Background: an optimization exercise with open tools, aiming at small area and a short achievable clock period. Do not read the settings as production practice.
At most, simulation tests tie the RTL to the original design; equivalence was not proved.
No functional check of the RTL was part of run 8.
In every run shown here, the design's own scripts or RTL, not TritonCTS, make the clock network.
The clock port is modelled as an ideal driver, which makes a skipped or thinned clock tree look cheaper than it is; a real chip needs a root buffer or a tree.
Power figures rest on the tool's default switching activity, not on a simulated workload.

==> flow/design.v <==
module hb_task_queue_core #(
    parameter DEPTH = 16,
    parameter WIDTH = 32
)(
    input  logic clk,
    input  logic reset,                  
    input  logic push_req,
    input  logic [WIDTH-1:0] data_in,
    output logic full,
    output logic valid_out,
    output logic [WIDTH-1:0] data_out,
    input  logic pop_req,
    output logic empty                   
);
    localparam RDEPTH = DEPTH - 1;       
    logic [WIDTH-1:0]  head_q;
    logic [WIDTH-1:0]  slot [0:RDEPTH-1];
    logic [DEPTH:0]    nocc;             
    logic [DEPTH:0]    occ;              
    logic [RDEPTH-1:0] rsel;             
    logic              valid_q, full_q;  
    logic              le1_q;            
    logic              mid_q;            
    assign data_out  = head_q;
    assign valid_out = valid_q;
    assign full      = full_q;
    assign empty     = occ[0];
    assign occ       = ~nocc;
    wire head_en = occ[0] || pop_req;
    logic [WIDTH-1:0] head_d;
    always_comb begin
        head_d = le1_q ? data_in : '0;
        for (int j = 0; j < RDEPTH; j++)
            head_d = head_d | (rsel[j] ? slot[j] : '0);
    end
    always_ff @(posedge clk) begin
        if (head_en)
            head_q <= head_d;
    end
    wire shift = push_req && mid_q;
    always_ff @(posedge clk) begin
        if (shift) begin
            slot[0] <= data_in;
            for (int j = 1; j < RDEPTH; j++)
                slot[j] <= slot[j-1];
        end
    end
    logic [DEPTH:0] occ_up, occ_dn, occ_both;
    always_comb begin
        occ_up            = {occ[DEPTH-1:0], 1'b0};
        occ_up[DEPTH]     = occ[DEPTH-1] | occ[DEPTH];
        occ_dn            = {1'b0, occ[DEPTH:1]};
        occ_dn[0]         = occ[0] | occ[1];
        occ_both          = occ;
        occ_both[0]       = 1'b0;
        occ_both[1]       = occ[0] | occ[1];
        occ_both[DEPTH-1] = occ[DEPTH-1] | occ[DEPTH];
        occ_both[DEPTH]   = 1'b0;
    end
    logic s_hold, s_push, s_pop, s_both;
    hb_req_decode decode (
        .push_req(push_req),
        .pop_req(pop_req),
        .reset(reset),
        .s_hold(s_hold),
        .s_push(s_push),
        .s_pop(s_pop),
        .s_both(s_both)
    );
    wire [DEPTH:0] occ_n = ({(DEPTH+1){s_hold}} & occ)
                         | ({(DEPTH+1){s_push}} & occ_up)
                         | ({(DEPTH+1){s_pop}}  & occ_dn)
                         | ({(DEPTH+1){s_both}} & occ_both)
                         | {{DEPTH{1'b0}}, reset};
    always_ff @(posedge clk) begin
        nocc    <= ~occ_n;
        rsel    <= occ_n[DEPTH:2];
        valid_q <= !occ_n[0];
        full_q  <= occ_n[DEPTH];
        le1_q   <= occ_n[0] | occ_n[1];
        mid_q   <= !occ_n[0] && !occ_n[DEPTH];
    end
endmodule
module hb_req_decode (
    input  logic push_req,
    input  logic pop_req,
    input  logic reset,
    output logic s_hold,
    output logic s_push,
    output logic s_pop,
    output logic s_both
);
    assign s_hold = !reset && !push_req && !pop_req;
    assign s_push = !reset &&  push_req && !pop_req;
    assign s_pop  = !reset && !push_req &&  pop_req;
    assign s_both = !reset &&  push_req &&  pop_req;
endmodule
module hb_task_distributor (
    input  logic clk,
    input  logic reset,                  
    input  logic in_valid,
    input  logic [31:0] in_data,
    output logic out_valid,
    output logic [31:0] out_data,
    input  logic consumer_ready
);
    logic buffered_valid;                
    logic buffered_empty;                
    logic [31:0] buffered_data;
    assign out_valid = buffered_valid;
    assign out_data  = buffered_data;
    always_ff @(posedge clk) begin
        if (in_valid && buffered_empty)
            buffered_data <= in_data;
        else
            buffered_data <= buffered_data & {32{!buffered_empty}};
    end
    logic valid_n;
    always_comb begin
        if (buffered_empty)
            valid_n = in_valid;
        else
            valid_n = !consumer_ready;
    end
    always_ff @(posedge clk) begin
        if (reset) begin
            buffered_valid <= 1'b0;
            buffered_empty <= 1'b1;
        end else begin
            buffered_valid <= valid_n;
            buffered_empty <= !valid_n;
        end
    end
endmodule
module hb_arbiter_banked (
    input  logic clk,
    input  logic reset,                  
    input  logic in_valid,
    input  logic [31:0] in_data,
    output logic [1:0] grant_out,
    output logic [1:0] served_bank
);
    logic rr;
    logic [1:0] grant;
    assign grant_out   = grant;
    assign served_bank = grant;
    always_ff @(posedge clk) begin
        if (reset) begin
            grant <= 2'b00;
            rr    <= 1'b0;
        end else begin
            grant <= in_valid ? (rr ? 2'b10 : 2'b01) : 2'b00;
            if (in_valid) rr <= ~rr;
        end
    end
endmodule
module hb_task_queue_top (
    input  logic        clk,
    input  logic        reset,             
    input  logic        push_req,
    input  logic [31:0] data_in,
    input  logic        pop_req,
    output logic        full,
    output logic        valid_out,
    output logic [31:0] data_out,
    input  logic        consumer_ready,
    output logic        dist_out_valid,
    output logic [31:0] dist_out_data,
    output logic [1:0]  grant_out,
    output logic [1:0]  served_bank
);
    logic q_empty;
    hb_task_queue_core #(.DEPTH(16), .WIDTH(32)) dut_queue (
        .clk(clk),
        .reset(reset),
        .push_req(push_req),
        .data_in(data_in),
        .full(full),
        .valid_out(valid_out),
        .data_out(data_out),
        .pop_req(pop_req),
        .empty(q_empty)
    );
    hb_task_distributor distributor (
        .clk(clk),
        .reset(reset),
        .in_valid(!q_empty),
        .in_data(data_out),
        .out_valid(dist_out_valid),
        .out_data(dist_out_data),
        .consumer_ready(consumer_ready)
    );
    hb_arbiter_banked arbiter (
        .clk(clk),
        .reset(reset),
        .in_valid(!q_empty),
        .in_data(data_out),
        .grant_out(grant_out),
        .served_bank(served_bank)
    );
endmodule
==> flow/flow/mtree.tcl <==
# Manual two-level clock tree: NROOT root cells fed by the clock port, each
# driving a group of leaf cells; each leaf cell drives a cluster of sinks.
# The cells may be buffers or inverters (two inverter levels keep the
# clock's polarity).
proc manual_cts {nroot nleaf rootcell leafcell} {
  set block [ord::get_db_block]
  set db [ord::get_db]
  set clknet [$block findNet clk]
  set sinks {}
  foreach it [$clknet getITerms] {
    lassign [$it getAvgXY] ok x y
    lappend sinks [list $it $x $y]
  }
  set n [llength $sinks]
  puts "manual_cts: $n sinks"
  # balanced recursive bisection into nleaf clusters
  proc bisect {pts k} {
    if {$k <= 1} { return [list $pts] }
    set xs [lmap p $pts {lindex $p 1}]; set ys [lmap p $pts {lindex $p 2}]
    set dx [expr {[tcl::mathfunc::max {*}$xs] - [tcl::mathfunc::min {*}$xs]}]
    set dy [expr {[tcl::mathfunc::max {*}$ys] - [tcl::mathfunc::min {*}$ys]}]
    set idx [expr {$dx >= $dy ? 1 : 2}]
    set s [lsort -real -index $idx $pts]
    set k1 [expr {$k / 2}]; set k2 [expr {$k - $k1}]
    set cut [expr {round([llength $s] * double($k1) / $k)}]
    return [concat [bisect [lrange $s 0 [expr {$cut-1}]] $k1] [bisect [lrange $s $cut end] $k2]]
  }
  set clusters [bisect $sinks $nleaf]
  set lmaster [$db findMaster $leafcell]
  set rmaster [$db findMaster $rootcell]
  set leaves {}
  set i 0
  foreach c $clusters {
    set sx 0; set sy 0
    foreach p $c { set sx [expr {$sx + [lindex $p 1]}]; set sy [expr {$sy + [lindex $p 2]}] }
    set cx [expr {round($sx / [llength $c])}]; set cy [expr {round($sy / [llength $c])}]
    set inst [odb::dbInst_create $block $lmaster "clkbuf_leaf_m$i"]
    set net [odb::dbNet_create $block "clknet_leaf_m$i"]
    $net setSigType CLOCK
    foreach p $c { set it [lindex $p 0]; $it disconnect; $it connect $net }
    [outpin $inst] connect $net
    $inst setLocation $cx $cy
    $inst setPlacementStatus PLACED
    lappend leaves [list $inst $cx $cy]
    incr i
  }
  set groups [bisect $leaves $nroot]
  set i 0
  foreach g $groups {
    set sx 0; set sy 0
    foreach p $g { set sx [expr {$sx + [lindex $p 1]}]; set sy [expr {$sy + [lindex $p 2]}] }
    set cx [expr {round($sx / [llength $g])}]; set cy [expr {round($sy / [llength $g])}]
    set inst [odb::dbInst_create $block $rmaster "clkbuf_root_m$i"]
    set net [odb::dbNet_create $block "clknet_root_m$i"]
    $net setSigType CLOCK
    foreach p $g { [[lindex $p 0] findITerm A] connect $net }
    [outpin $inst] connect $net
    [$inst findITerm A] connect $clknet
    $inst setLocation $cx $cy
    $inst setPlacementStatus PLACED
    incr i
  }
  $clknet setSigType CLOCK
  puts "manual_cts: [llength $clusters] leaves, [llength $groups] roots"
}
proc outpin {inst} {
  foreach it [$inst getITerms] { if {[$it isOutputSignal]} { return $it } }
}
==> flow/config.mk <==
export PLATFORM = sky130hd
export DESIGN_NAME = hb_task_queue_top
export DESIGN_NICKNAME = hb_task_queue_top
export VERILOG_FILES = /design/flow/design.v
export SDC_FILE = /design/flow/constraint.sdc
export NUM_CORES = 4
export LEC_CHECK = 0
export CAP_MARGIN = 20
export CORE_MARGIN = 2
export CORE_UTILIZATION = 70
export PLACE_DENSITY = 0.8
export SETUP_SLACK_MARGIN = 1.9
export SLEW_MARGIN = 20
export SYNTH_HIERARCHICAL = 1
export SYNTH_MINIMUM_KEEP_SIZE = 0
==> flow/standard.sh <==
#!/bin/bash
# synth_recipe.tcl (not shown) runs the flow's synth.tcl, then flattens the netlist and writes it again
# the make line also repeats each setting of config.mk as NAME=value (left out here)
make -C /OpenROAD-flow-scripts/flow DESIGN_CONFIG=/design/flow/config.mk WORK_HOME=/design/flow/orfs CLKGATE_MAP_FILE= SYNTH_SCRIPT=/design/flow/synth_recipe.tcl "${@:-finish}"
==> flow/constraint.sdc <==
create_clock -name core_clock -period 3.6 [get_ports {clk}]
set_input_delay 0.7200 -clock core_clock [delete_from_list [all_inputs] [get_ports {clk}]]
set_output_delay 0.7200 -clock core_clock [all_outputs]
set_load 0.01 [all_outputs]
==> flow/flow/run.sh <==
#!/bin/bash
# Own layout flow: the standard ORFS flow, with two changes:
#  - the clock tree is built by flow/pre_cts.tcl (two inverter levels) in
#    place of TritonCTS;
#  - every port gets a buf_1 as its port buffer.
# Each ORFS step writes its full log under orfs/logs/; make's own output goes
# to flow_make.log in the work folder.
set -euo pipefail
W=$(pwd)
bash standard.sh \
  PRE_CTS_TCL="$W/flow/pre_cts.tcl" \
  BUFFER_PORTS_ARGS="-buffer_cell sky130_fd_sc_hd__buf_1" \
  finish > "$W/flow_make.log" 2>&1
==> flow/flow/pre_cts.tcl <==
# Sourced by ORFS's cts.tcl before clock tree synthesis (PRE_CTS_TCL).
# Replaces TritonCTS with a two-level tree built by manual_cts: four root
# inverters on the clock port, each driving a group of leaf inverters, each
# leaf inverter driving a compact cluster of about 18 flip-flops. Two
# single-stage inverter levels instead of TritonCTS's three buffer levels:
# the clock arrives at every register earlier, with the same small skew.
source [file join [file dirname [info script]] mtree.tcl]

rename clock_tree_synthesis tritoncts_clock_tree_synthesis
proc clock_tree_synthesis {args} {
  set n [llength [[[ord::get_db_block] findNet clk] getITerms]]
  set nleaf [expr {max(4, ($n + 17) / 18)}]
  manual_cts 4 $nleaf sky130_fd_sc_hd__inv_16 sky130_fd_sc_hd__inv_8
  set_propagated_clock [all_clocks]
}
==> results_dict.tcl, run 1 <==
set metrics [dict create \
    status "no timing/DRC/antenna violations" \
    vias_per_cell 7.03 \
    drtAntennaViolNets 0 \
    arrival_ps 1810 \
    asyncSetResetFlopFracSynth 0 \
    clock_skew_ps 21.4 \
    post-dp-hpwl_um 23800 \
    regToRegSetupSlack_ps 1910 \
    crit_path_max_fanout 5 \
    diodes 0 \
    antenna_found_initial 0 \
    rsz0062_at_grt "true" \
    grt_pass1_wl_um 65400 \
    globalplace.congestion 0.802 \
    wl_um 44300 \
    stdcell_count 1615 \
    powerDensity_nw_per_um2 499 \
    relSlewSlack 0.574 \
    cp.required_ps 3670 \
    dpl.cell_count 1564 \
    drcViolationCount 0 \
    p_total_mw 11.1 \
    chipWidth_um 175 \
    syn_nets 1141 \
    worst_slew_pin_slew_ps 639 \
    r2r_start "dut_queue.rsel[4]" \
    ys_ff_latch 583 \
    finalCritPeriodShare 0.483 \
    leakagePower_nw 7.11 \
    grt_max_degree 87 \
    yosys_warnings 10 \
    clk_pin_slew_worst_paths_ps 90 \
    drive_above_1_share 0.0910 \
    slew_viol_final 0 \
    ir_drop_uv 386 \
    core-area_um2 28800 \
    holdCritStartpoint "distributor.buffered_data[17]" \
    synthFlopType "edfxtp_1" \
    clk_latency_ps 180 \
    max_cap_viol_count 0 \
    whs_path_depth 2 \
    critPathCaptureType "flip-flop" \
    fp.dieH_um 175 \
    grt_overflow 0 \
    grt_pass1_vias 11200 \
    yosysSeqAreaShare 0.820 \
    syn_area_per_cell_um2 18.6 \
    startpoint_type "input port" \
    num_vias 11300 \
    rr_worst_depth 4 \
    io_pins 108 \
    fp-row-count 62 \
    io_buffers 107 \
    area_delta_synth_final_pct 8.61 \
    whs_ps 444 \
    min_path_type "reg2reg" \
    place_ws_ps 1210 \
    synth_enable_flop_cells 512 \
    drtIter0Drc 1472 \
    dieArea_um2 30600 \
    nets 1270 \
    yosysUniqueCellTypes 34 \
    crit_type "in2reg" \
    setup_ws_ps 1860 \
    grt_use_total 0.284 \
    min_period_ps 1740 \
    setup_violations 0 \
    finalHoldViolations 0 \
    holdBufCountCts 0 \
    timing.rr.end "dut_queue.head_q[5]" \
    synth_area_um2 20500 \
    finalSetupTns_ps 0 \
    fmax_mhz 575 \
    wl_per_cell_um 27.4 \
    syn_inst 1104 \
    initial_utilization 0.712 \
    hold-path-endpoint "distributor.buffered_data[17]" \
    drt_first_pass_iters 7 \
]
[Yosys stat by module, one instance, submodules excluded, a selection]
module | flip-flops and latches | cells | times used
hb_task_distributor | 34 | 143 | 1
hb_task_queue_top | 0 | 1 | 1
hb_arbiter_banked | 3 | 9 | 1
hb_req_decode | 0 | 4 | 1
[cells by family (layout without fill, tap and decap cells)]
family	after synthesis	in the layout	share of synthesized area
AOI/OAI and AO/OA	309	309	0.127
buffers and inverters	112	238	0.0241
and+or+nand+nor	99	100	0.0280
xor gates and xnor gates	1	1	0.000428
DFF	583	583	0.820
[worst max-delay path: stages]
cell,delay (ps)
buf_8,110
nor3b_4,150
buf_4,140
nor2b_4,120
a2111oi_4,200
or3b_1,370
[layout make-up]
cell class / instances / area, um^2
Sequential cell: 583 / 16800
Fill cell: 1547 / 6530
Multi-Input combinational cell: 410 / 3310
Timing Repair Buffer: 152 / 1020
Inverter: 86 / 639
Tap cell: 384 / 480
[Yosys cell counts, types with 2 or more instances]
library cell | instances | area, um^2
o221a_2 | 2 | 22.5
buf_6 | 8 | 90.1
inv_1 | 49 | 184
nand3_1 | 31 | 155
nand2b_1 | 12 | 75.1
edfxtp_1 | 512 | 15400
nand4_1 | 32 | 200
dfxtp_1 | 71 | 1420
nor3b_1 | 3 | 22.5
buf_4 | 3 | 22.5
and3b_2 | 2 | 20.0
nor2b_1 | 3 | 18.8
clkbuf_1 | 50 | 188
a22o_1 | 129 | 1130
nor3_1 | 2 | 10.0
nor2_1 | 6 | 22.5
a221oi_1 | 128 | 1120
o21ai_1 | 14 | 70.1
nand2_1 | 3 | 11.3
o21ai_0 | 17 | 85.1
o221ai_1 | 14 | 123
[registers in the layout, indices dropped and copies added (netlist names), 2 cells and up]
signal,flops
distributor.buffered_data,32
dut_queue.nocc,17
dut_queue.rsel,15
dut_queue.head_q,32
arbiter.grant,2
dut_queue.slot,480
[stage by stage]
stage                     cell area, um^2   util
after floorplan                     20500      -
after global placement              21400  0.744
after detailed placement            21400  0.744
after CTS                           22100  0.768
after global routing                22200  0.773
final                               22200  0.773
[worst max-delay path by stage]
stage	slack, ps	end	startpoint
finish	1860	dut_queue.le1_q	pop_req
floorplan	-890	dut_queue.slot[0][0]	push_req
detailed placement	1210	dut_queue.rsel[5]	reset
CTS	1880	dut_queue.le1_q	pop_req
global route	1840	dut_queue.le1_q	pop_req
global placement	1260	dut_queue.slot[1][18]	push_req
[placed cells by master, fill, tap and decap left out, types with 2 or more instances in the layout]
| cell | instances |
|---|---|
| edfxtp_1 | 512 |
| a22o_1 | 129 |
| a221oi_1 | 122 |
| buf_1 | 104 |
| dfxtp_1 | 69 |
| inv_1 | 47 |
| inv_8 | 33 |
| nand4_1 | 32 |
| nand3_1 | 31 |
| buf_4 | 23 |
| o21ai_0 | 17 |
| o21ai_1 | 14 |
| o221ai_1 | 12 |
| nand2b_1 | 12 |
| buf_6 | 9 |
| a221oi_2 | 6 |
| nor2_1 | 5 |
| buf_12 | 5 |
| inv_16 | 4 |
| clkbuf_16 | 4 |
| buf_16 | 4 |
| nand2_1 | 3 |
| buf_8 | 3 |
| and3b_2 | 2 |
| and2_4 | 2 |
| o221a_2 | 2 |
| o221ai_2 | 2 |
| nor2b_4 | 2 |
| nor3b_4 | 2 |
[per-layer routing]
metal | vias to the layer above | track usage | part of all wire
li1 | 4841 | - | -
met1 | 5704 | 0.424 | 0.39
met2 | 719 | 0.450 | 0.48
met3 | 85 | 0.0511 | 0.11
met4 | 0 | 0.0618 | 0.022
met5 | - | 0 | 0
[report_power, final]
part	internal, mW	leakage (nW)	switching [mW]
sequential	7.72	5.41	0.194
combinational	0.196	1.47	0.362
clock	0.416	0.239	2.22
[what timing repair did]
item,in CTS,in global routing
setup endpoints to repair,545,284
setup buffers,9,0
gates cloned,1,4
resized for setup,32,9
pin swaps,4,4
==> run 2, diff against run 1 <==
--- a/flow/config.mk
+++ b/flow/config.mk
@@ -9,4 +9,4 @@
 export CORE_MARGIN = 2
-export CORE_UTILIZATION = 70
-export PLACE_DENSITY = 0.8
+export CORE_UTILIZATION = 60
+export PLACE_DENSITY = 0.72
 export SETUP_SLACK_MARGIN = 1.9
==> run 2 against run 1 <==
Still clean. Via count shrank 1.3%. Power about the same. Clock power hardly changed. Area after synthesis unchanged. Global-route usage fell by 3.1 points. Sequential share of layout area shrank 0.28 points. Wire length rose by 2.5%. Flip-flop and latch count stayed put. Setup slack improved by 46 ps. Critical path type unchanged. Largest cell class unchanged. Largest power group unchanged. Highest routed layer unchanged.
==> results_dict.tcl, run 2 <==
set metrics [dict create \
    yosys-top-cells-count "edfxtp_1 (512), a22o_1 (129), a221oi_1 (128)" \
    powerDensity_nw_per_um2 497 \
    finalCritPeriodShare 0.471 \
    arrival_ps 1760 \
    syn_inst 1104 \
    clock_skew_ps 14.5 \
    fillCellCount 2237 \
    gr-usage-met1 0.382 \
    grt_pass1_wl_um 67600 \
    grt_use_total 0.252 \
    crit_path_max_fanout 6 \
    final_common_cell "edfxtp_1" \
    synth_enable_flop_cells 512 \
    ys_ff_latch 583 \
    grt_use_met2 0.401 \
    yosys_warnings 10 \
    finalHoldViolations 0 \
    drtAntennaViolNets 0 \
    grt_max_degree 62 \
    min_period_ps 1690 \
    diodes 0 \
    drcViolationCount 0 \
    dpl.cell_count 1632 \
    clk_pin_slew_worst_paths_ps 90 \
    fp-row-count 67 \
    cp.required_ps 3670 \
    drtIter0Drc 1230 \
    synth_area_leaders "edfxtp_1 (75%), dfxtp_1 (6.9%), a22o_1 (5.5%)" \
    rr_worst_depth 3 \
    yosysSeqAreaShare 0.820 \
    leakagePower_nw 7.13 \
    antenna_found_initial 0 \
    synthFlopType "edfxtp_1" \
    core-area_um2 33600 \
    grt_overflow 0 \
    asyncSetResetFlopFracSynth 0 \
    ir_drop_uv 323 \
    area_delta_synth_final_pct 9.06 \
    nets 1274 \
    dieArea_um2 35600 \
    post-synth-top-count-cell "edfxtp_1" \
    initial_utilization 0.609 \
    io_pins 108 \
    p_total_mw 11.1 \
    wl_per_cell_um 27.0 \
    place_ws_ps 1160 \
    vias_per_cell 6.66 \
    startpoint_type "input port" \
    whs_path_depth 2 \
    fmax_mhz 590 \
    chipWidth_um 189 \
    post-dp-hpwl_um 25100 \
    yosysTopAreaCellShare 0.751 \
    syn_area_per_cell_um2 18.6 \
    largest_reg_flops 480 \
    grt_pass1_vias 11100 \
    wl_um 45400 \
    num_vias 11200 \
    holdBufCountCts 0 \
    status "no timing/DRC/antenna violations" \
    max_cap_viol_count 0 \
    mostFrequentLayoutCells "edfxtp_1 (512), a22o_1 (129), a221oi_1 (127)" \
    regMostFlops "dut_queue.slot" \
    clk_latency_ps 180 \
    synth_largest_area_cell "edfxtp_1" \
    globalplace.congestion 0.774 \
    rsz0062_at_grt "true" \
    worst_slew_pin_slew_ps 651 \
    setup_ws_ps 1910 \
    biggestRegsByFlops "dut_queue.slot x480, distributor.buffered_data x32, dut_queue.head_q x32" \
    top_usage_layer "met2" \
    stdcell_count 1683 \
    crit_type "in2reg" \
    fp.dieH_um 189 \
    slew_viol_final 0 \
    synth_area_um2 20500 \
    met3_usage 0.0300 \
    min_path_type "reg2reg" \
    setup_violations 0 \
    drive_above_1_share 0.0923 \
    io_buffers 107 \
    finalSetupTns_ps 0 \
    syn_nets 1141 \
    relSlewSlack 0.566 \
    drt_first_pass_iters 5 \
    critPathCaptureType "flip-flop" \
    yosysUniqueCellTypes 34 \
]
[run 2: cell counts after synthesis]
No cell type changed its count.
[run 2: metrics by stage]
step / utilization / instance area (um^2) / hold WS [ps]
after floorplan: - / 20500 / 427
after global placement: 0.642 / 21600 / 429
after detailed placement: 0.642 / 21600 / 432
after CTS: 0.661 / 22200 / 447
after global routing: 0.665 / 22300 / 461
final: 0.665 / 22300 / 444
[run 2: worst max-delay path, stage by stage]
cell,delay [ps]
buf_12,110
nor3b_4,160
nor2b_4,130
a2111oi_4,280
or3b_1,360
[run 2: path summary, 6_finish.rpt]
| kind | slack [ps] | from | endpoint |
|---|---|---|---|
| hold reg to reg | 440 | distributor.buffered_data[19] | distributor.buffered_data[19] |
| setup / recovery | 1910 | push_req | dut_queue.le1_q |
| setup reg to reg | 1950 | dut_queue.rsel[9] | dut_queue.head_q[22] |
| hold / removal | 440 | distributor.buffered_data[19] | distributor.buffered_data[19] |
[run 2: layout make-up]
type | count | area (um^2) | area share
sequential | 583 | 16800 | 0.752
inverter | 86 | 639 | 0.0286
timing repair buffer | 156 | 1060 | 0.0475
multi-input combinational | 410 | 3270 | 0.146
tap | 448 | 561 | 0.0251
[run 2: Yosys stat by module (local to each module, per instance), excerpt]
module | flops+latches | area, um^2 | times used | cells
hb_task_queue_top | 0 | 3.75 | 1 | 1
hb_arbiter_banked | 3 | 105 | 1 | 9
hb_task_distributor | 34 | 1250 | 1 | 143
hb_req_decode | 0 | 30.0 | 1 | 4
[run 2: repair_timing]
action,4_1_cts,5_1_grt
endpoints found under the setup margin,572,270
pin swaps,2,2
buffers inserted,9,3
endpoints found under the hold margin,0,0
gates resized for setup,28,20
cloned,2,0
[run 2: cells by family (layout without fill, tap and decap cells)]
kind of cell,after synthesis,count (layout),share of synthesized area
buf+inv,112,242,0.0241
simple gates,99,100,0.0280
compound gates,309,309,0.127
flops,583,583,0.820
xor+xnor,1,1,0.000428
[run 2: metal layers]
| layer | wire (um) | part of all wire | up-vias |
|---|---|---|---|
| li1 | - | - | 4857 |
| met1 | 18800 | 0.41 | 5705 |
| met2 | 21700 | 0.48 | 575 |
| met3 | 4010 | 0.088 | 70 |
| met4 | 874 | 0.019 | 0 |
| met5 | 0 | 0 | - |
[run 2: report_power, final]
group          internal, mW  switching (mW)  leakage (nW)
logic                 0.197           0.360          1.48
clock network         0.416            2.22         0.239
registers              7.72           0.197          5.41
total                  8.33            2.78          7.13
==> run 3, diff against run 2 <==
--- a/flow/design.v
+++ b/flow/design.v
@@ -17,3 +17,2 @@
     logic [WIDTH-1:0]  slot [0:RDEPTH-1];
-    logic [DEPTH:0]    nocc;             
     logic [DEPTH:0]    occ;              
@@ -27,3 +26,3 @@
     assign empty     = occ[0];
-    assign occ       = ~nocc;
+    assign occ       = {rsel, valid_q & le1_q, !valid_q};
     wire head_en = occ[0] || pop_req;
@@ -75,3 +74,2 @@
     always_ff @(posedge clk) begin
-        nocc    <= ~occ_n;
         rsel    <= occ_n[DEPTH:2];
==> run 3 against run 2 <==
Still clean on timing, DRC and antenna. Sequential power decreased by 2.7%. Register-to-register slack about the same. Critical path depth unchanged. Die area decreased by 0.49%. Power decreased by 2.5%. Cell area decreased by 2.1%. Maximum frequency increased by 2.4%. Largest power group unchanged.
==> results_dict.tcl, run 3 <==
set metrics [dict create \
    status "no timing/DRC/antenna violations" \
    syn_nets 1126 \
    clk_pin_slew_worst_paths_ps 90 \
    holdCritStartpoint "distributor.buffered_data[20]" \
    synth_area_um2 20400 \
    final_common_cell "edfxtp_1" \
    syn_inst 1089 \
    grt_overflow 0 \
    p_int_mw 8.12 \
    num_vias 11200 \
    grt_max_degree 54 \
    ir_drop_uv 366 \
    synth_xor_area_frac 0.000430 \
    rsz0062_at_grt "false" \
    synth_fa_ha_area_frac 0 \
    finalHoldViolations 0 \
    r2r_start "dut_queue.rsel[4]" \
    antenna_found_initial 0 \
    min_path_type "reg2reg" \
    drive_above_1_share 0.0865 \
    arrival_ps 1710 \
    grt_use_total 0.247 \
    grt_pass1_wl_um 66100 \
    fin_area_um2 21900 \
    seqPwrFrac 0.712 \
    globalplace.congestion 0.775 \
    whs_ps 444 \
    chipWidth_um 188 \
    dieArea_um2 35500 \
    post-synth-top-count-cell "edfxtp_1" \
    combinationalPowerShare 0.051 \
    cp.required_ps 3650 \
    multiInputGateArea_um2 3150 \
    diodes 0 \
    clk_latency_ps 170 \
    nets 1230 \
    yosys_warnings 10 \
    p_total_mw 10.8 \
    setup_violations 0 \
    yosysTopAreaCellShare 0.754 \
    regArea_um2 16500 \
    stdcell_count 1639 \
    syn_area_per_cell_um2 18.7 \
    whs_path_depth 2 \
    drt_first_pass_iters 6 \
    crit_path_max_fanout 12 \
    dpl.cell_count 1593 \
    synth_enable_flop_cells 512 \
    finalCritPeriodShare 0.459 \
    place_area_um2 21000 \
    post-dp-hpwl_um 25300 \
    regMostFlops "dut_queue.slot" \
    mostFrequentLayoutCells "edfxtp_1 (512), a22o_1 (129), a221oi_1 (126)" \
    ys_ff_latch 567 \
    synth_area_leaders "edfxtp_1 (75%), a22o_1 (5.5%), a221oi_1 (5.4%)" \
    grt_pass1_vias 10700 \
    slew_viol_final 0 \
    critical_path.startpoint "reset" \
    wl_per_cell_um 27.3 \
    clock_skew_ps 10.4 \
    yosysSeqAreaShare 0.808 \
    fp.dieH_um 188 \
    rr_worst_depth 4 \
    io_buffers 107 \
    min_period_ps 1650 \
    synthSimpleGateAreaFrac 0.0235 \
    initial_utilization 0.608 \
    swShare 0.250 \
    synth_compound_area_frac 0.128 \
    yosys-top-cells-count "edfxtp_1 (512), a22o_1 (129), a221oi_1 (126)" \
    biggestRegsByFlops "dut_queue.slot x480, distributor.buffered_data x32, dut_queue.head_q x32" \
    wl_um 44700 \
    vias_per_cell 6.84 \
    fp-row-count 67 \
    critPathCaptureType "flip-flop" \
    core-area_um2 33500 \
    p_clk_frac 0.237 \
    leakagePower_nw 7.03 \
    io_pins 108 \
    yosysUniqueCellTypes 36 \
    muxShareOfSynthArea 0 \
    fillCellCount 2292 \
    startpoint_type "input port" \
    drtAntennaViolNets 0 \
    synth_largest_area_cell "edfxtp_1" \
    max_cap_viol_count 0 \
    asyncSetResetFlopFracSynth 0 \
    worst_slew_pin_slew_ps 699 \
    drcViolationCount 0 \
    synthFlopType "edfxtp_1" \
    drtIter0Drc 1503 \
    finalSetupTns_ps 0 \
    crit_type "in2reg" \
    relSlewSlack 0.533 \
    synth_top_family_by_area "compound AO/OA/AOI/OAI gates" \
    power.switching_mw 2.71 \
    area_delta_synth_final_pct 7.32 \
    powerDensity_nw_per_um2 495 \
    largest_reg_flops 480 \
    fmax_mhz 605 \
]
[run 3: cell count changes after synthesis, sizes merged, moves of 2 or more]
cell	previous run	this run
clkbuf	51	25
inv	49	46
nand2b	12	2
a222oi	0	12
nor2b	3	1
o221ai	14	0
dfxtp	71	55
o221a	2	0
buf	12	56
[run 3: repair_timing]
| item | CTS | global route |
|---|---|---|
| setup endpoints to repair | 528 | 102 |
| hold buffers | 0 | 0 |
| pin swaps | 2 | 5 |
| resized for setup | 44 | 21 |
| buffers inserted | 4 | 0 |
| gates cloned | 5 | 1 |
[run 3: routing by layer]
layer | part of all wire | global-route usage
met2 | 0.46 | 0.375
met5 | 0 | 0
met3 | 0.11 | 0.0333
met4 | 0.025 | 0.0646
met1 | 0.41 | 0.385
[run 3: worst paths after layout]
path,to,slack (ps)
max reg2reg,dut_queue.head_q[13],1950
min,distributor.buffered_data[20],440
max,dut_queue.rsel[10],1950
min reg2reg,distributor.buffered_data[20],440
[run 3: cells by family (layout without fill, tap and decap cells)]
kind of cell / after synthesis / after routing
AOI/OAI and AO/OA: 310 / 310
buffers and inverters: 127 / 228
xor gates and xnor gates: 1 / 1
DFF: 567 / 567
and+or+nand+nor: 84 / 85
[run 3: worst max-delay path, cell delays in order]
cell,delay (ps)
buf_12,110
and3b_2,230
or2_4,290
a222oi_1,270
inv_1,90
[run 3: power groups by stage]
| stage | sequential (mW) | clock, mW | combinational [mW] |
|---|---|---|---|
| after CTS | 7.72 | 2.64 | 0.545 |
| after detailed placement | 7.87 | 0 | 0.498 |
| final | 7.71 | 2.57 | 0.549 |
| after global placement | 7.87 | 0 | 0.475 |
| after floorplan | 7.86 | 0 | 0.289 |
| after global routing | 7.75 | 2.86 | 0.595 |
[run 3: final cells by class]
class	count	area share
sequential	567	0.755
multi-input combinational	396	0.144
timing repair buffer	146	0.0470
inverter	82	0.0280
tap	448	0.0256
[run 3: modules after synthesis, one instance, submodules excluded, excerpt]
module | cell area, um^2 | flip-flops and latches
hb_req_decode | 30.0 | 0
hb_task_queue_top | 3.75 | 0
hb_arbiter_banked | 105 | 3
hb_task_distributor | 1250 | 34
[run 3: stage by stage]
step | util | worst slack, ps
after floorplan | - | -891
after global placement | 0.627 | 1330
after detailed placement | 0.628 | 1230
after CTS | 0.650 | 1900
after global routing | 0.652 | 1900
final | 0.652 | 1950
==> run 4, diff against run 3 <==
--- a/flow/config.mk
+++ b/flow/config.mk
@@ -11,3 +11,3 @@
 export PLACE_DENSITY = 0.72
-export SETUP_SLACK_MARGIN = 1.9
+export SETUP_SLACK_MARGIN = 2.0
 export SLEW_MARGIN = 20
==> run 4 against run 3 <==
Die area stayed put. Global-route usage rose by 1.4 points. Still clean. Largest cell class unchanged. Critical path depth unchanged. Wire length up 7.7%. Register-to-register slack gained 30 ps. Cell area increased by 3.6%. Synthesized cell count unchanged. Area after synthesis did not move. Highest routed layer unchanged. Maximum frequency shrank 3.6%. Flip-flop and latch count did not move.
==> results_dict.tcl, run 4 <==
set metrics [dict create \
    status "no timing/DRC/antenna violations" \
    dieArea_um2 35500 \
    fp-row-count 67 \
    critPathBufInv 2 \
    io_buffers 107 \
    critPathTopFamily "simple AND/OR/NAND/NOR gates" \
    initial_utilization 0.608 \
    synth_area_um2 20400 \
    yosys-top-cells-count "edfxtp_1 (512), a22o_1 (129), a221oi_1 (126)" \
    final_common_cell "edfxtp_1" \
    ys_ff_latch 567 \
    vias_per_cell 6.85 \
    drive_above_1_share 0.141 \
    drcViolationCount 0 \
    setup_ws_ps 1890 \
    powerDensity_nw_per_um2 485 \
    critPathCaptureType "flip-flop" \
    slowest_delay_ps 330 \
    clock_skew_ps 11.4 \
    yosys_warnings 10 \
    mostFrequentLayoutCells "edfxtp_1 (512), a22o_1 (129), buf_1 (103)" \
    biggestRegsByFlops "dut_queue.slot x480, distributor.buffered_data x32, dut_queue.head_q x32" \
    seqPwrFrac 0.703 \
    synthFlopType "edfxtp_1" \
    combinationalPowerShare 0.059 \
    yosysTopAreaCellShare 0.754 \
    crit_path_max_fanout 7 \
    num_vias 11500 \
    syn_area_per_cell_um2 18.7 \
    rr_worst_depth 4 \
    asyncSetResetFlopFracSynth 0 \
    area_delta_synth_final_pct 11.2 \
    yosysUniqueCellTypes 36 \
    r2r_start "dut_queue.rsel[3]" \
    globalplace.congestion 0.792 \
    critical_path.slowest_cell "a222oi_1" \
    startpoint_type "input port" \
    synth_largest_area_cell "edfxtp_1" \
    clk_pin_slew_worst_paths_ps 90 \
    grt_max_degree 76 \
    p_clk_frac 0.238 \
    relSlewSlack 0.488 \
    finalCritPeriodShare 0.476 \
    min_period_ps 1710 \
    regMostFlops "dut_queue.slot" \
    slew_viol_final 0 \
    io_pins 108 \
    min_path_type "reg2reg" \
    fin_area_um2 22700 \
    finalSetupTns_ps 0 \
    critical_path.startpoint "push_req" \
    arrival_ps 1770 \
    finalHoldViolations 0 \
    fmax_mhz 583 \
    drtAntennaViolNets 0 \
    drt_first_pass_iters 8 \
    drtIter0Drc 1668 \
    swShare 0.254 \
    nets 1270 \
    crit_type "in2reg" \
    setup_violations 0 \
    grt_use_total 0.261 \
    fillCellCount 2203 \
    dpl.cell_count 1593 \
    path_cells "buf_12 -> and3b_2 -> or2_4 -> a222oi_1 -> inv_1" \
    clk_latency_ps 170 \
    power.switching_mw 2.79 \
    p_int_mw 8.19 \
    chipWidth_um 188 \
    cp.required_ps 3660 \
    synth_enable_flop_cells 512 \
    whs_path_depth 2 \
    worst_slew_pin_slew_ps 768 \
    place_ws_ps 1190 \
    ir_drop_uv 382 \
    leakagePower_nw 7.41 \
    wl_um 48200 \
    syn_inst 1089 \
    grt_pass1_vias 11100 \
    stdcell_count 1679 \
    yosysSeqAreaShare 0.808 \
    worst-path-stages 5 \
    rsz0062_at_grt "true" \
    holdCritStartpoint "distributor.buffered_data[15]" \
    diodes 0 \
    wl_per_cell_um 28.7 \
    core-area_um2 33500 \
    post-synth-top-count-cell "edfxtp_1" \
    fp.dieH_um 188 \
    grt_pass1_wl_um 69700 \
    grt_overflow 0 \
    post-dp-hpwl_um 25700 \
    largest_reg_flops 480 \
    syn_nets 1126 \
    max_cap_viol_count 0 \
    place_area_um2 21100 \
    synth_area_leaders "edfxtp_1 (75%), a22o_1 (5.5%), a221oi_1 (5.4%)" \
    antenna_found_initial 0 \
]
==> run 4: metrics by stage <==
stage,hold WS [ps],power [mW],utilization
final,443,11.0,0.676
after global routing,460,11.3,0.676
after CTS,449,11.0,0.663
after detailed placement,433,8.37,0.628
after global placement,429,8.34,0.628
after floorplan,426,8.15,-
==> run 4: routing by layer <==
metal  wire length, um  vias to the layer above  global-route usage
met5                 0                        -                   0
li1                  -                     4830                   -
met3              5140                       81              0.0335
met1             19200                     5837               0.407
met2             22800                      745               0.409
met4               991                        0              0.0472
==> run 4: Yosys stat by module, one instance, submodules excluded, excerpt <==
module	cells	flops+latches	area (um^2)	copies in the design
hb_req_decode	4	0	30.0	1
hb_task_distributor	143	34	1250	1
hb_task_queue_top	1	0	3.75	1
hb_arbiter_banked	9	3	105	1
==> run 4: worst paths after layout <==
kind	slack [ps]	end
max	1890	dut_queue.rsel[10]
max reg2reg	1980	dut_queue.head_q[26]
min	440	distributor.buffered_data[15]
min reg2reg	440	distributor.buffered_data[15]
==> run 4: cell families after synthesis <==
| kind of cell | synth area share |
|---|---|
| buffers and inverters | 0.0392 |
| AOI/OAI and AO/OA | 0.129 |
| xor gates and xnor gates | 0.000430 |
| DFF | 0.808 |
| and+or+nand+nor | 0.0235 |
==> run 4: what timing repair did <==
action | in CTS | in global routing
setup endpoints to repair | 555 | 273
hold buffers | 0 | 0
setup buffers | 22 | 6
cloned | 11 | 11
pin swaps | 5 | 11
gates resized for setup | 84 | 29
==> run 4: power groups by stage <==
stage                     clock [mW]  combinational (mW)  sequential (mW)
final                           2.61               0.653             7.72
after global placement             0               0.481             7.86
after floorplan                    0               0.289             7.86
after global routing            2.87               0.698             7.76
after CTS                       2.65               0.603             7.72
after detailed placement           0               0.493             7.88
==> run 4: tightest hold or removal path, delay by kind of cell, from the launching register on <==
family	cells	cell delay, ps
compound gates	1	50
buf+inv	1	50
flops	1	320
==> run 4: final cells by class <==
type,count,area (um^2),area share
repair buffers,184,1630,0.0721
multi-input cells,398,3330,0.147
flip-flops and latches,567,16500,0.729
inverters,82,613,0.0271
well taps,448,561,0.0247
==> run 5, diff against run 4 <==
--- a/flow/config.mk
+++ b/flow/config.mk
@@ -11,3 +11,3 @@
 export PLACE_DENSITY = 0.72
-export SETUP_SLACK_MARGIN = 2.0
+export SETUP_SLACK_MARGIN = 1.95
 export SLEW_MARGIN = 20
==> run 5 against run 4 <==
Still clean on timing, DRC and antenna. Sequential share of layout area rose by 0.81 points. Flip-flop and latch count unchanged. Maximum frequency down 5.6%. Die area did not move. Power decreased by 0.74%. Setup slack got worse by 100 ps. Via count is 1.1% lower. Critical path depth is 1 higher. First-iteration DRC count is 21% lower. Critical path type unchanged. Largest cell class unchanged. Highest routed layer is now met5.
==> results_dict.tcl, run 5 <==
set metrics [dict create \
    grt_overflow 0 \
    met3_usage 0.0484 \
    grt_max_degree 65 \
    synth_enable_flop_cells 512 \
    ys_ff_latch 567 \
    cp.required_ps 3660 \
    fillCellCount 2215 \
    arrival_ps 1870 \
    drcViolationCount 0 \
    syn_inst 1089 \
    clk_pin_slew_worst_paths_ps 90 \
    powerDensity_nw_per_um2 486 \
    fp.dieH_um 188 \
    yosys-top-cells-count "edfxtp_1 (512), a22o_1 (129), a221oi_1 (126)" \
    drive_above_1_share 0.133 \
    path_cells "buf_8 -> and3b_2 -> or2_4 -> buf_4 -> a222oi_1 -> inv_1" \
    critical_path.slowest_cell "a222oi_1" \
    hold-path-endpoint "distributor.buffered_data[14]" \
    asyncSetResetFlopFracSynth 0 \
    setup_violations 0 \
    core-area_um2 33500 \
    slowest_delay_ps 320 \
    grt_pass1_vias 11100 \
    min_period_ps 1820 \
    drtAntennaViolNets 0 \
    io_buffers 107 \
    whs_ps 444 \
    crit_path_max_fanout 6 \
    slew_viol_final 0 \
    clock_skew_ps 16.6 \
    synth_area_leaders "edfxtp_1 (75%), a22o_1 (5.5%), a221oi_1 (5.4%)" \
    r2r_start "dut_queue.rsel[7]" \
    grt_use_met2 0.408 \
    vias_per_cell 6.76 \
    nets 1273 \
    min_path_type "reg2reg" \
    mostFrequentLayoutCells "edfxtp_1 (512), a22o_1 (129), a221oi_1 (113)" \
    wl_um 46800 \
    syn_nets 1126 \
    grt_use_total 0.255 \
    setup_ws_ps 1780 \
    critPathTopFamily "simple AND/OR/NAND/NOR gates" \
    regMostFlops "dut_queue.slot" \
    wl_per_cell_um 27.8 \
    holdCritStartpoint "distributor.buffered_data[14]" \
    num_vias 11400 \
    post-synth-top-count-cell "edfxtp_1" \
    dieArea_um2 35500 \
    grt_pass1_wl_um 68200 \
    synthFlopType "edfxtp_1" \
    dpl.cell_count 1592 \
    gr-usage-met1 0.372 \
    rr_worst_depth 3 \
    finalHoldViolations 0 \
    startpoint_type "input port" \
    chipWidth_um 188 \
    worst_slew_pin_slew_ps 545 \
    area_delta_synth_final_pct 10.0 \
    clk_latency_ps 180 \
    leakagePower_nw 7.32 \
    stdcell_count 1682 \
    yosysUniqueCellTypes 36 \
    status "no timing/DRC/antenna violations" \
    top_usage_layer "met2" \
    yosysTopAreaCellShare 0.754 \
    place_ws_ps 1160 \
    yosysSeqAreaShare 0.808 \
    synth_largest_area_cell "edfxtp_1" \
    finalCritPeriodShare 0.505 \
    biggestRegsByFlops "dut_queue.slot x480, distributor.buffered_data x32, dut_queue.head_q x32" \
    antenna_found_initial 2 \
    fp-row-count 67 \
    io_pins 108 \
    relSlewSlack 0.636 \
    whs_path_depth 2 \
    final_common_cell "edfxtp_1" \
    synth_area_um2 20400 \
    drt_first_pass_iters 8 \
    globalplace.congestion 0.767 \
    initial_utilization 0.608 \
    crit_type "in2reg" \
    fmax_mhz 550 \
    syn_area_per_cell_um2 18.7 \
    max_cap_viol_count 0 \
    regToRegSetupSlack_ps 1960 \
    timing.rr.end "dut_queue.head_q[14]" \
    rsz0062_at_grt "true" \
    drtIter0Drc 1314 \
    critPathCaptureType "flip-flop" \
    critPathBufInv 3 \
    largest_reg_flops 480 \
    holdBufCountCts 0 \
    ir_drop_uv 325 \
    yosys_warnings 10 \
    post-dp-hpwl_um 25200 \
    diodes 0 \
]
## run 5: cell counts after synthesis
Identical to the previous run, type by type.
## run 5: how the worst max path moves through the flow
stage / from / end / cells after the start
after floorplan: push_req / dut_queue.slot[0][0] / 1
after global placement: push_req / dut_queue.slot[3][30] / 3
after detailed placement: push_req / dut_queue.slot[5][30] / 3
after CTS: push_req / dut_queue.rsel[12] / 6
after global routing: pop_req / dut_queue.rsel[6] / 6
final: pop_req / dut_queue.rsel[6] / 6
## run 5: kinds of logic (layout without fill, tap and decap cells)
group / count (synthesis) / in the layout / synth area share
AOI/OAI and AO/OA: 310 / 310 / 0.129
and+or+nand+nor: 84 / 86 / 0.0235
xor gates and xnor gates: 1 / 1 / 0.000430
buffers and inverters: 127 / 270 / 0.0392
DFF: 567 / 567 / 0.808
## run 5: per-module statistics from Yosys (local to each module, per instance), a selection
module | flip-flops and latches | copies in the design | cells | cell area, um^2
hb_task_distributor | 34 | 1 | 143 | 1250
hb_task_queue_top | 0 | 1 | 1 | 3.75
hb_arbiter_banked | 3 | 1 | 9 | 105
hb_req_decode | 0 | 1 | 4 | 30.0
## run 5: metrics by stage
| stage | TNS [ps] | cell area, um^2 | util | total power [mW] |
|---|---|---|---|---|
| CTS | 0 | 22100 | 0.660 | 10.9 |
| global route | 0 | 22400 | 0.669 | 11.3 |
| global placement | 0 | 21000 | 0.627 | 8.34 |
| finish | 0 | 22400 | 0.669 | 10.9 |
| detailed placement | 0 | 21000 | 0.627 | 8.36 |
| floorplan | -427470 | 20400 | - | 8.15 |
## run 5: worst min-delay path, delay by kind of cell (launching register included)
kind	cells	cell delay [ps]
AO/OA/AOI/OAI	1	50
buffers and inverters	1	50
flip-flops	1	310
## run 5: layout make-up
| cell class | count | area (um^2) | area share |
|---|---|---|---|
| Multi-Input combinational cell | 397 | 3240 | 0.145 |
| Tap cell | 448 | 561 | 0.0250 |
| Inverter | 82 | 617 | 0.0275 |
| Sequential cell | 567 | 16500 | 0.737 |
| Timing Repair Buffer | 188 | 1470 | 0.0657 |
## run 5: layer usage
metal,share of wire,wire length (um)
met5,0.00045,21
met4,0.024,1100
met3,0.096,4490
met2,0.48,22400
met1,0.40,18800
## run 5: timing repair
item | in CTS | in global routing
setup endpoints to repair | 581 | 140
gates resized for setup | 67 | 22
pin swaps | 10 | 13
gates cloned | 7 | 1
buffers inserted | 27 | 19
## run 5: power breakdown
part | leakage (nW) | switching, mW | internal, mW
Sequential | 5.28 | 0.196 | 7.52
Clock | 0.233 | 2.18 | 0.405
Combinational | 1.81 | 0.368 | 0.233
Total | 7.32 | 2.74 | 8.16
==> run 6, diff against run 5 <==
--- a/flow/config.mk
+++ b/flow/config.mk
@@ -11,3 +11,3 @@
 export PLACE_DENSITY = 0.72
-export SETUP_SLACK_MARGIN = 1.95
+export SETUP_SLACK_MARGIN = 1.85
 export SLEW_MARGIN = 20
==> run 6 against run 5 <==
Synthesized cell count stayed put. Still clean. Cell count is 2.5% lower. Critical path depth is 2 lower. Highest routed layer is now met4.
==> results_dict.tcl, run 6 <==
set metrics [dict create \
    status "no timing/DRC/antenna violations" \
    io_pins 108 \
    stdcell_count 1640 \
    yosysSeqAreaShare 0.808 \
    synth_largest_area_cell "edfxtp_1" \
    antenna_found_initial 0 \
    cp.required_ps 3460 \
    powerDensity_nw_per_um2 496 \
    syn_nets 1126 \
    rsz0062_at_grt "true" \
    regMostFlops "dut_queue.slot" \
    ys_ff_latch 567 \
    power.switching_mw 2.70 \
    worst_slew_pin_slew_ps 748 \
    yosys_warnings 10 \
    num_vias 11200 \
    area_delta_synth_final_pct 6.89 \
    timing.rr.end "dut_queue.head_q[13]" \
    whs_path_depth 2 \
    fp.dieH_um 188 \
    fmax_mhz 569 \
    grt_use_total 0.250 \
    clock_skew_ps 12.4 \
    holdBufCountCts 0 \
    r2r_start "dut_queue.rsel[2]" \
    finalHoldViolations 0 \
    p_int_mw 8.11 \
    finalSetupTns_ps 0 \
    syn_inst 1089 \
    holdCritStartpoint "distributor.buffered_data[17]" \
    place_ws_ps 1370 \
    yosys-top-cells-count "edfxtp_1 (512), a22o_1 (129), a221oi_1 (126)" \
    drtAntennaViolNets 0 \
    dpl.cell_count 1593 \
    grt_pass1_wl_um 67000 \
    setup_ws_ps 1840 \
    grt_max_degree 76 \
    grt_overflow 0 \
    wl_um 45000 \
    regToRegSetupSlack_ps 1900 \
    dieArea_um2 35500 \
    rr_worst_depth 3 \
    path_cells "buf_2 -> and2_4 -> buf_12 -> bufbuf_16" \
    diodes 0 \
    globalplace.congestion 0.773 \
    post-dp-hpwl_um 25000 \
    swShare 0.250 \
    hold-path-endpoint "distributor.buffered_data[17]" \
    final_common_cell "edfxtp_1" \
    synth_area_um2 20400 \
    max_cap_viol_count 0 \
    chipWidth_um 188 \
    slew_viol_final 0 \
    drive_above_1_share 0.0872 \
    crit_type "in2reg" \
    asyncSetResetFlopFracSynth 0 \
    synth_area_leaders "edfxtp_1 (75%), a22o_1 (5.5%), a221oi_1 (5.4%)" \
    min_path_type "reg2reg" \
    relSlewSlack 0.500 \
    drt_first_pass_iters 8 \
    syn_area_per_cell_um2 18.7 \
    startpoint_type "input port" \
    grt_pass1_vias 10900 \
    critPathCaptureType "flip-flop" \
    wl_per_cell_um 27.4 \
    drtIter0Drc 1546 \
    leakagePower_nw 7.01 \
    fin_util 0.650 \
    ir_drop_uv 346 \
    synthFlopType "edfxtp_1" \
    fp-row-count 67 \
    p_total_mw 10.8 \
    min_period_ps 1760 \
    vias_per_cell 6.81 \
    mostFrequentLayoutCells "edfxtp_1 (512), a22o_1 (129), a221oi_1 (123)" \
    arrival_ps 1620 \
    critical_path.slowest_cell "bufbuf_16" \
    slowest_delay_ps 390 \
    yosysTopAreaCellShare 0.754 \
    biggestRegsByFlops "dut_queue.slot x480, distributor.buffered_data x32, dut_queue.head_q x32" \
    critical_path.startpoint "push_req" \
    setup_violations 0 \
    crit_path_max_fanout 46 \
    post-synth-top-count-cell "edfxtp_1" \
    yosysUniqueCellTypes 36 \
    largest_reg_flops 480 \
    combinationalPowerShare 0.050 \
    synth_enable_flop_cells 512 \
    drcViolationCount 0 \
    initial_utilization 0.608 \
    seqPwrFrac 0.713 \
    io_buffers 107 \
    clk_latency_ps 180 \
    core-area_um2 33500 \
    clk_pin_slew_worst_paths_ps 80 \
    finalCritPeriodShare 0.489 \
    nets 1231 \
    p_clk_frac 0.237 \
]
## run 6: worst max path at each step
stage                             end  slack (ps)  cells past startpoint
2_1_floorplan    dut_queue.slot[0][0]        -890                      1
3_3_place_gp     dut_queue.slot[8][7]        1470                      3
3_5_place_dp        dut_queue.rsel[2]        1370                      5
4_1_cts          dut_queue.head_q[13]        1850                      4
5_1_grt        dut_queue.slot[10][23]        1820                      4
6_report       dut_queue.slot[10][23]        1840                      4
## run 6: what timing repair did
| item | 4_1_cts | 5_1_grt |
|---|---|---|
| gates resized for setup | 27 | 11 |
| buffers inserted | 3 | 3 |
| pin swaps | 3 | 1 |
| endpoints found under the setup margin | 548 | 208 |
| gates cloned | 4 | 1 |
## run 6: Yosys stat by module, one instance, submodules excluded, a selection
module	cells	times used	cell area, um^2
hb_task_distributor	143	1	1250
hb_task_queue_top	1	1	3.75
hb_req_decode	4	1	30.0
hb_arbiter_banked	9	1	105
## run 6: area by class of cell
cell class | instances | area (um^2)
well taps | 448 | 561
inverters | 82 | 613
flip-flops and latches | 567 | 16500
repair buffers | 147 | 956
multi-input cells | 396 | 3140
fillers | 2343 | 11700
## run 6: power groups by stage
| stage | registers (mW) | clock network (mW) | logic [mW] |
|---|---|---|---|
| after floorplan | 7.86 | 0 | 0.288 |
| after global placement | 7.86 | 0 | 0.486 |
| after detailed placement | 7.86 | 0 | 0.499 |
| after CTS | 7.72 | 2.63 | 0.530 |
| after global routing | 7.75 | 2.86 | 0.583 |
| final | 7.72 | 2.56 | 0.536 |
## run 6: through the flow
stage	area [um^2]	hold slack (ps)
6_report	21800	445
5_1_grt	21800	462
3_5_place_dp	21000	434
3_3_place_gp	21000	428
2_1_floorplan	20400	426
4_1_cts	21700	449
## run 6: worst max-delay path: cells and delay by family
kind | cells | cell delay [ps]
buf+inv | 3 | 680
simple gates | 1 | 200
## run 6: metal layers
layer / vias to the layer above / routed length, um / global-route usage
met4: 0 / 959 / 0.0526
met1: 5698 / 18300 / 0.380
met2: 655 / 21100 / 0.392
li1: 4744 / - / -
met3: 77 / 4620 / 0.0408
met5: - / 0 / 0
## run 6: cell families after synthesis
kind of cell | Yosys count | synth area share
DFF | 567 | 0.808
AOI/OAI and AO/OA | 310 | 0.129
buffers and inverters | 127 | 0.0392
and+or+nand+nor | 84 | 0.0235
xor gates and xnor gates | 1 | 0.000430
==> run 7, diff against run 6 <==
--- a/flow/config.mk
+++ b/flow/config.mk
@@ -7,3 +7,3 @@
 export LEC_CHECK = 0
-export CAP_MARGIN = 20
+export CAP_MARGIN = 5
 export CORE_MARGIN = 2
@@ -11,4 +11,4 @@
 export PLACE_DENSITY = 0.72
-export SETUP_SLACK_MARGIN = 1.85
-export SLEW_MARGIN = 20
+export SETUP_SLACK_MARGIN = 1.9
+export SLEW_MARGIN = 5
 export SYNTH_HIERARCHICAL = 1
==> run 7 against run 6 <==
Synthesized cell count did not move. Clock skew fell by 3.1 ps. Die area did not move. Cell count rose by 0.18%. Area after synthesis did not move. Sequential power barely moved. Critical path type unchanged. Power barely moved. Sequential share of layout area fell by 0.27 points. Clock power barely moved. Still clean on timing, DRC and antenna. Core utilization rose by 0.24 points. Wire length fell by 0.16%. Global-route usage fell by 0.44 points.
==> results_dict.tcl, run 7 <==
set metrics [dict create \
    fin_area_um2 21900 \
    relSlewSlack 0.259 \
    place_area_um2 21000 \
    critPathCaptureType "flip-flop" \
    grt_max_degree 90 \
    syn_area_per_cell_um2 18.7 \
    cp.required_ps 3460 \
    synthFlopType "edfxtp_1" \
    biggestRegsByFlops "dut_queue.slot x480, distributor.buffered_data x32, dut_queue.head_q x32" \
    p_int_mw 8.12 \
    holdBufCountCts 0 \
    fmax_mhz 595 \
    dieArea_um2 35500 \
    grt_use_total 0.246 \
    ys_ff_latch 567 \
    syn_nets 1126 \
    drtIter0Drc 1602 \
    rsz0062_at_grt "false" \
    fp.dieH_um 188 \
    num_vias 11100 \
    globalplace.congestion 0.775 \
    vias_per_cell 6.78 \
    clk_latency_ps 170 \
    crit_type "in2reg" \
    leakagePower_nw 7.04 \
    crit_path_max_fanout 52 \
    setup_violations 0 \
    seqPwrFrac 0.714 \
    drcViolationCount 0 \
    p_total_mw 10.8 \
    finalHoldViolations 0 \
    wl_per_cell_um 27.3 \
    syn_inst 1089 \
    max_cap_viol_count 0 \
    grt_overflow 0 \
    yosys-top-cells-count "edfxtp_1 (512), a22o_1 (129), a221oi_1 (126)" \
    regMostFlops "dut_queue.slot" \
    wl_met1_um 18800 \
    p_clk_frac 0.237 \
    yosysSeqAreaShare 0.808 \
    wl_um 44900 \
    topRoutingLayerUsed "met4" \
    yosysUniqueCellTypes 36 \
    fillCellCount 2295 \
    fp-row-count 67 \
    clk_pin_slew_worst_paths_ps 90 \
    clock_skew_ps 9.28 \
    ir_drop_uv 303 \
    drt_first_pass_iters 6 \
    antenna_found_initial 0 \
    powerDensity_nw_per_um2 495 \
    regArea_um2 16500 \
    wl_met2_um 20600 \
    arrival_ps 1540 \
    chipWidth_um 188 \
    initial_utilization 0.608 \
    drive_above_1_share 0.0912 \
    combinationalPowerShare 0.049 \
    min_path_type "reg2reg" \
    wl_met3_um 4240 \
    diodes 0 \
    yosys_warnings 10 \
    synth_area_leaders "edfxtp_1 (75%), a22o_1 (5.5%), a221oi_1 (5.4%)" \
    synth_enable_flop_cells 512 \
    io_buffers 107 \
    synth_largest_area_cell "edfxtp_1" \
    yosysTopAreaCellShare 0.754 \
    power.switching_mw 2.71 \
    nets 1234 \
    grt_pass1_vias 10700 \
    synth_area_um2 20400 \
    mostFrequentLayoutCells "edfxtp_1 (512), a22o_1 (129), a221oi_1 (124)" \
    post-synth-top-count-cell "edfxtp_1" \
    area_delta_synth_final_pct 7.28 \
    io_pins 108 \
    grt_pass1_wl_um 65900 \
    post-dp-hpwl_um 25100 \
    multiInputGateArea_um2 3170 \
    core-area_um2 33500 \
    status "no timing/DRC/antenna violations" \
    asyncSetResetFlopFracSynth 0 \
    finalCritPeriodShare 0.466 \
    min_period_ps 1680 \
    final_common_cell "edfxtp_1" \
    drtAntennaViolNets 0 \
    swShare 0.250 \
    largest_reg_flops 480 \
    startpoint_type "input port" \
    slew_viol_final 0 \
    worst_slew_pin_slew_ps 1110 \
]
==> run 7: cell counts after synthesis <==
No cell type changed its count.
==> run 7: cell families after synthesis <==
| kind of cell | synth area share |
|---|---|
| XOR/XNOR | 0.000430 |
| flip-flops | 0.808 |
| AO/OA/AOI/OAI | 0.129 |
| buffers and inverters | 0.0392 |
| AND/OR/NAND/NOR | 0.0235 |
==> run 7: per-stage QoR <==
step	TNS (ps)	setup slack [ps]	hold WS, ps	instances	utilization
floorplan	-427470	-891	426	1089	-
global placement	0	1330	429	1592	0.627
detailed placement	0	1230	432	1592	0.627
CTS	0	1840	446	1636	0.647
global route	0	1900	455	1643	0.652
finish	0	1920	444	1643	0.652
==> run 7: worst max-delay path, cell delays in order <==
cell	delay [ps]
buf_6	100
and2_4	260
bufbuf_16	440
==> run 7: Yosys stat by module (local to each module, per instance), excerpt <==
| module | cells | times used | area [um^2] |
|---|---|---|---|
| hb_arbiter_banked | 9 | 1 | 105 |
| hb_task_queue_top | 1 | 1 | 3.75 |
| hb_req_decode | 4 | 1 | 30.0 |
| hb_task_distributor | 143 | 1 | 1250 |
==> run 7: cell type report <==
class                   instances  share of cell area
inverters                      82              0.0280
multi-input cells             397               0.145
well taps                     448              0.0256
flip-flops and latches        567               0.755
repair buffers                149              0.0457
==> run 7: worst paths after layout <==
kind | slack [ps] | start | end | depth (start not counted)
setup / recovery | 1920 | push_req | dut_queue.slot[6][3] | 3
hold / removal | 440 | distributor.buffered_data[18] | distributor.buffered_data[18] | 2
setup reg to reg | 1960 | dut_queue.rsel[9] | dut_queue.head_q[23] | 2
hold reg to reg | 440 | distributor.buffered_data[18] | distributor.buffered_data[18] | 2
==> run 7: power by group through the flow <==
stage	Clock [mW]	Sequential [mW]	Combinational, mW
6_report	2.57	7.73	0.529
5_1_grt	2.86	7.76	0.576
4_1_cts	2.63	7.73	0.509
3_5_place_dp	0	7.88	0.483
3_3_place_gp	0	7.87	0.475
2_1_floorplan	0	7.86	0.289
==> run 7: timing repair <==
action | 4_1_cts | 5_1_grt
hold endpoints to repair | 0 | 0
setup endpoints to repair | 560 | 471
setup buffers | 5 | 4
pin swaps | 1 | 5
cloned | 3 | 3
gates resized for setup | 37 | 23
==> run 7: routing by layer <==
metal | vias up | track usage
li1 | 4762 | -
met1 | 5682 | 0.383
met2 | 614 | 0.367
met3 | 83 | 0.0425
met4 | 0 | 0.0625
met5 | - | 0
==> run 8, diff against run 7 <==
--- a/flow/design.v
+++ b/flow/design.v
@@ -27,3 +27,3 @@
     assign occ       = {rsel, valid_q & le1_q, !valid_q};
-    wire head_en = occ[0] || pop_req;
+    wire head_en = occ[0] ? push_req : pop_req;
     logic [WIDTH-1:0] head_d;
@@ -37,2 +37,4 @@
             head_q <= head_d;
+        else
+            head_q <= head_q & {WIDTH{!occ[0]}};
     end
--- a/flow/config.mk
+++ b/flow/config.mk
@@ -7,3 +7,3 @@
 export LEC_CHECK = 0
-export CAP_MARGIN = 5
+export CAP_MARGIN = 20
 export CORE_MARGIN = 2
@@ -12,3 +12,3 @@
 export SETUP_SLACK_MARGIN = 1.9
-export SLEW_MARGIN = 5
+export SLEW_MARGIN = 20
 export SYNTH_HIERARCHICAL = 1
==> run 8 against run 7 <==
Largest cell class unchanged. Clock power barely moved. Combinational power is 8.7% higher. First-iteration DRC count is 5.7% higher. Cell count up 3.0%. Critical path type unchanged.
==> results_dict.tcl, run 8 <==
set metrics [dict create \
    clock_skew_ps 15.2 \
    holdBufCountCts 0 \
    num_vias 11600 \
    grt_overflow 0 \
    relSlewSlack 0.526 \
    synth_area_um2 20300 \
    yosys_warnings 10 \
    yosysTopAreaCellShare 0.709 \
    post-synth-top-count-cell "edfxtp_1" \
    whs_path_depth 0 \
    whs_ps 443 \
    fp.dieH_um 188 \
    post-dp-hpwl_um 26800 \
    syn_area_per_cell_um2 18.0 \
    drt_first_pass_iters 9 \
    dieArea_um2 35400 \
    rr_worst_depth 5 \
    worst_slew_pin_slew_ps 711 \
    finalCritPeriodShare 0.473 \
    leakagePower_nw 7.18 \
    arrival_ps 1760 \
    globalplace.congestion 0.798 \
    vias_per_cell 6.84 \
    timing.rr.end "dut_queue.head_q[23]" \
    drcViolationCount 0 \
    finalHoldViolations 0 \
    regMostFlops "dut_queue.slot" \
    r2r_start "dut_queue.rsel[3]" \
    core-area_um2 33400 \
    slew_viol_final 0 \
    synth_largest_area_cell "edfxtp_1" \
    setup_ws_ps 1900 \
    area_delta_synth_final_pct 8.60 \
    syn_inst 1131 \
    dpl.cell_count 1632 \
    min_period_ps 1700 \
    cp.required_ps 3660 \
    drtIter0Drc 1694 \
    critPathCaptureType "flip-flop" \
    max_cap_viol_count 0 \
    grt_pass1_wl_um 70100 \
    grt_pass1_vias 11300 \
    crit_type "in2reg" \
    regToRegSetupSlack_ps 1940 \
    chipWidth_um 188 \
    grt_max_degree 66 \
    clk_latency_ps 180 \
    rsz0062_at_grt "true" \
    status "no timing/DRC/antenna violations" \
    place_area_um2 21000 \
    fmax_mhz 587 \
    drtAntennaViolNets 0 \
    mostFrequentLayoutCells "edfxtp_1 (480), a22o_1 (161), a221oi_1 (115)" \
    grt_use_total 0.262 \
    fin_util 0.660 \
    syn_nets 1168 \
    powerDensity_nw_per_um2 489 \
    asyncSetResetFlopFracSynth 0 \
    holdCritStartpoint "dut_queue.slot[8][11]" \
    setup_violations 0 \
    final_common_cell "edfxtp_1" \
    fin_area_um2 22100 \
    wl_um 47300 \
    biggestRegsByFlops "dut_queue.slot x480, distributor.buffered_data x32, dut_queue.head_q x32" \
    fp-row-count 67 \
    clk_pin_slew_worst_paths_ps 100 \
    critical_path.startpoint "push_req" \
    stdcell_count 1692 \
    antenna_found_initial 0 \
    place_ws_ps 1280 \
    initial_utilization 0.608 \
    hold-path-endpoint "dut_queue.slot[9][11]" \
    synthFlopType "edfxtp_1" \
    yosysUniqueCellTypes 29 \
    ir_drop_uv 309 \
    nets 1283 \
    startpoint_type "input port" \
    synth_area_leaders "edfxtp_1 (71%), dfxtp_1 (8.6%), a22o_1 (6.9%)" \
    ys_ff_latch 567 \
    io_buffers 107 \
    crit_path_max_fanout 7 \
    wl_per_cell_um 28.0 \
    yosys-top-cells-count "edfxtp_1 (480), a22o_1 (161), a221oi_1 (128)" \
    drive_above_1_share 0.109 \
    min_path_type "reg2reg" \
    yosysSeqAreaShare 0.794 \
    diodes 0 \
    io_pins 108 \
    largest_reg_flops 480 \
    synth_enable_flop_cells 480 \
]
run 8: report_power, final:
group	total (mW)	leakage [nW]	internal (mW)	switching [mW]
Sequential	7.65	5.20	7.44	0.208
Clock	2.58	0.233	0.407	2.17
Combinational	0.575	1.74	0.216	0.359
run 8: layout make-up:
class / instances / area (um^2)
Sequential cell: 567 / 16200
Fill cell: 2234 / 11400
Multi-Input combinational cell: 432 / 3500
Timing Repair Buffer: 163 / 1210
Inverter: 82 / 613
Tap cell: 448 / 561
run 8: what timing repair did:
item | CTS | global route
resized for setup | 56 | 29
cloned | 6 | 0
setup endpoints to repair | 512 | 79
setup buffers | 6 | 12
pin swaps | 7 | 11
run 8: per-module statistics from Yosys, one instance, submodules excluded, excerpt:
module / cell area, um^2 / cells
hb_task_distributor: 1250 / 143
hb_req_decode: 30.0 / 4
hb_arbiter_banked: 105 / 9
hb_task_queue_top: 3.75 / 1
run 8: worst max path at each step:
stage / to / slack (ps) / cells past startpoint
finish: dut_queue.rsel[2] / 1900 / 5
floorplan: dut_queue.slot[0][0] / -880 / 1
detailed placement: dut_queue.slot[0][5] / 1280 / 3
global route: dut_queue.head_q[19] / 1870 / 5
global placement: dut_queue.slot[0][5] / 1330 / 3
CTS: dut_queue.head_q[13] / 1860 / 4
run 8: logic make-up after synthesis:
| family | count (synthesis) | synth area share |
|---|---|---|
| muxes | 1 | 0.000554 |
| buffers and inverters | 134 | 0.0401 |
| xor gates and xnor gates | 1 | 0.000431 |
| AOI/OAI and AO/OA | 341 | 0.141 |
| DFF | 567 | 0.794 |
| and+or+nand+nor | 87 | 0.0237 |
run 8: routing by layer:
layer | share of wire | track usage | vias up
li1 | - | - | 4940
met1 | 0.40 | 0.381 | 5841
met2 | 0.47 | 0.417 | 699
met3 | 0.097 | 0.0479 | 100
met4 | 0.028 | 0.0672 | 0
met5 | 0 | 0 | -
run 8: stage by stage:
stage / power, mW / setup TNS [ps]
final: 10.8 / 0
after floorplan: 8.09 / -421580
after global routing: 11.2 / 0
after global placement: 8.29 / 0
after CTS: 10.8 / 0
after detailed placement: 8.31 / 0
run 8: critical path, cell delays in order:
cell	delay (ps)
buf_8	110
and3b_2	240
or2_4	300
a222oi_1	320
inv_1	70

separate check: timing with driven ports:
In the flow no input, the clock included, has a driving cell. The finished layouts below were timed again as built, in two steps.
Step 1: set_driving_cell puts a clkbuf_16 on clk and a buf_2 on each other input, an assumption about the parent block.
Step 2 times the ports against the registers' clock, not the clock port: input delays grow and output delays shrink by t, the midpoint of the rising clock arrivals with the driver on.
Slacks: no drivers / after step 1 / after step 2; pairs: no drivers / after step 1.
| run | shift t [ns] | setup WS [ns] | slew at the worst register clock pin (ns) | worst slew at a driven data input, ns | pins driven straight from the clock port |
|---|---|---|---|---|---|
| run 1 | 0.384 | 1.860 / 1.828 / 1.635 | 0.10 / 0.10 | 0.06 | 4 |
| run 2 | 0.385 | 1.906 / 1.730 / 1.684 | 0.09 / 0.09 | 0.07 | 4 |
| run 3 | 0.373 | 1.946 / 1.744 / 1.698 | 0.09 / 0.09 | 0.08 | 4 |
| run 4 | 0.376 | 1.885 / 1.837 / 1.669 | 0.10 / 0.10 | 0.07 | 4 |
| run 5 | 0.384 | 1.783 / 1.820 / 1.539 | 0.10 / 0.10 | 0.10 | 4 |
| run 6 | 0.384 | 1.841 / 1.819 / 1.647 | 0.09 / 0.10 | 0.04 | 4 |
| run 7 | 0.380 | 1.921 / 1.740 / 1.678 | 0.09 / 0.09 | 0.09 | 4 |
| run 8 | 0.385 | 1.897 / 1.774 / 1.644 | 0.10 / 0.10 | 0.08 | 4 |
After both steps every run listed still meets setup and hold. For run 8, which loses most, drivers alone change the setup slack by -0.123 ns; drivers and shift together by -0.253 ns.
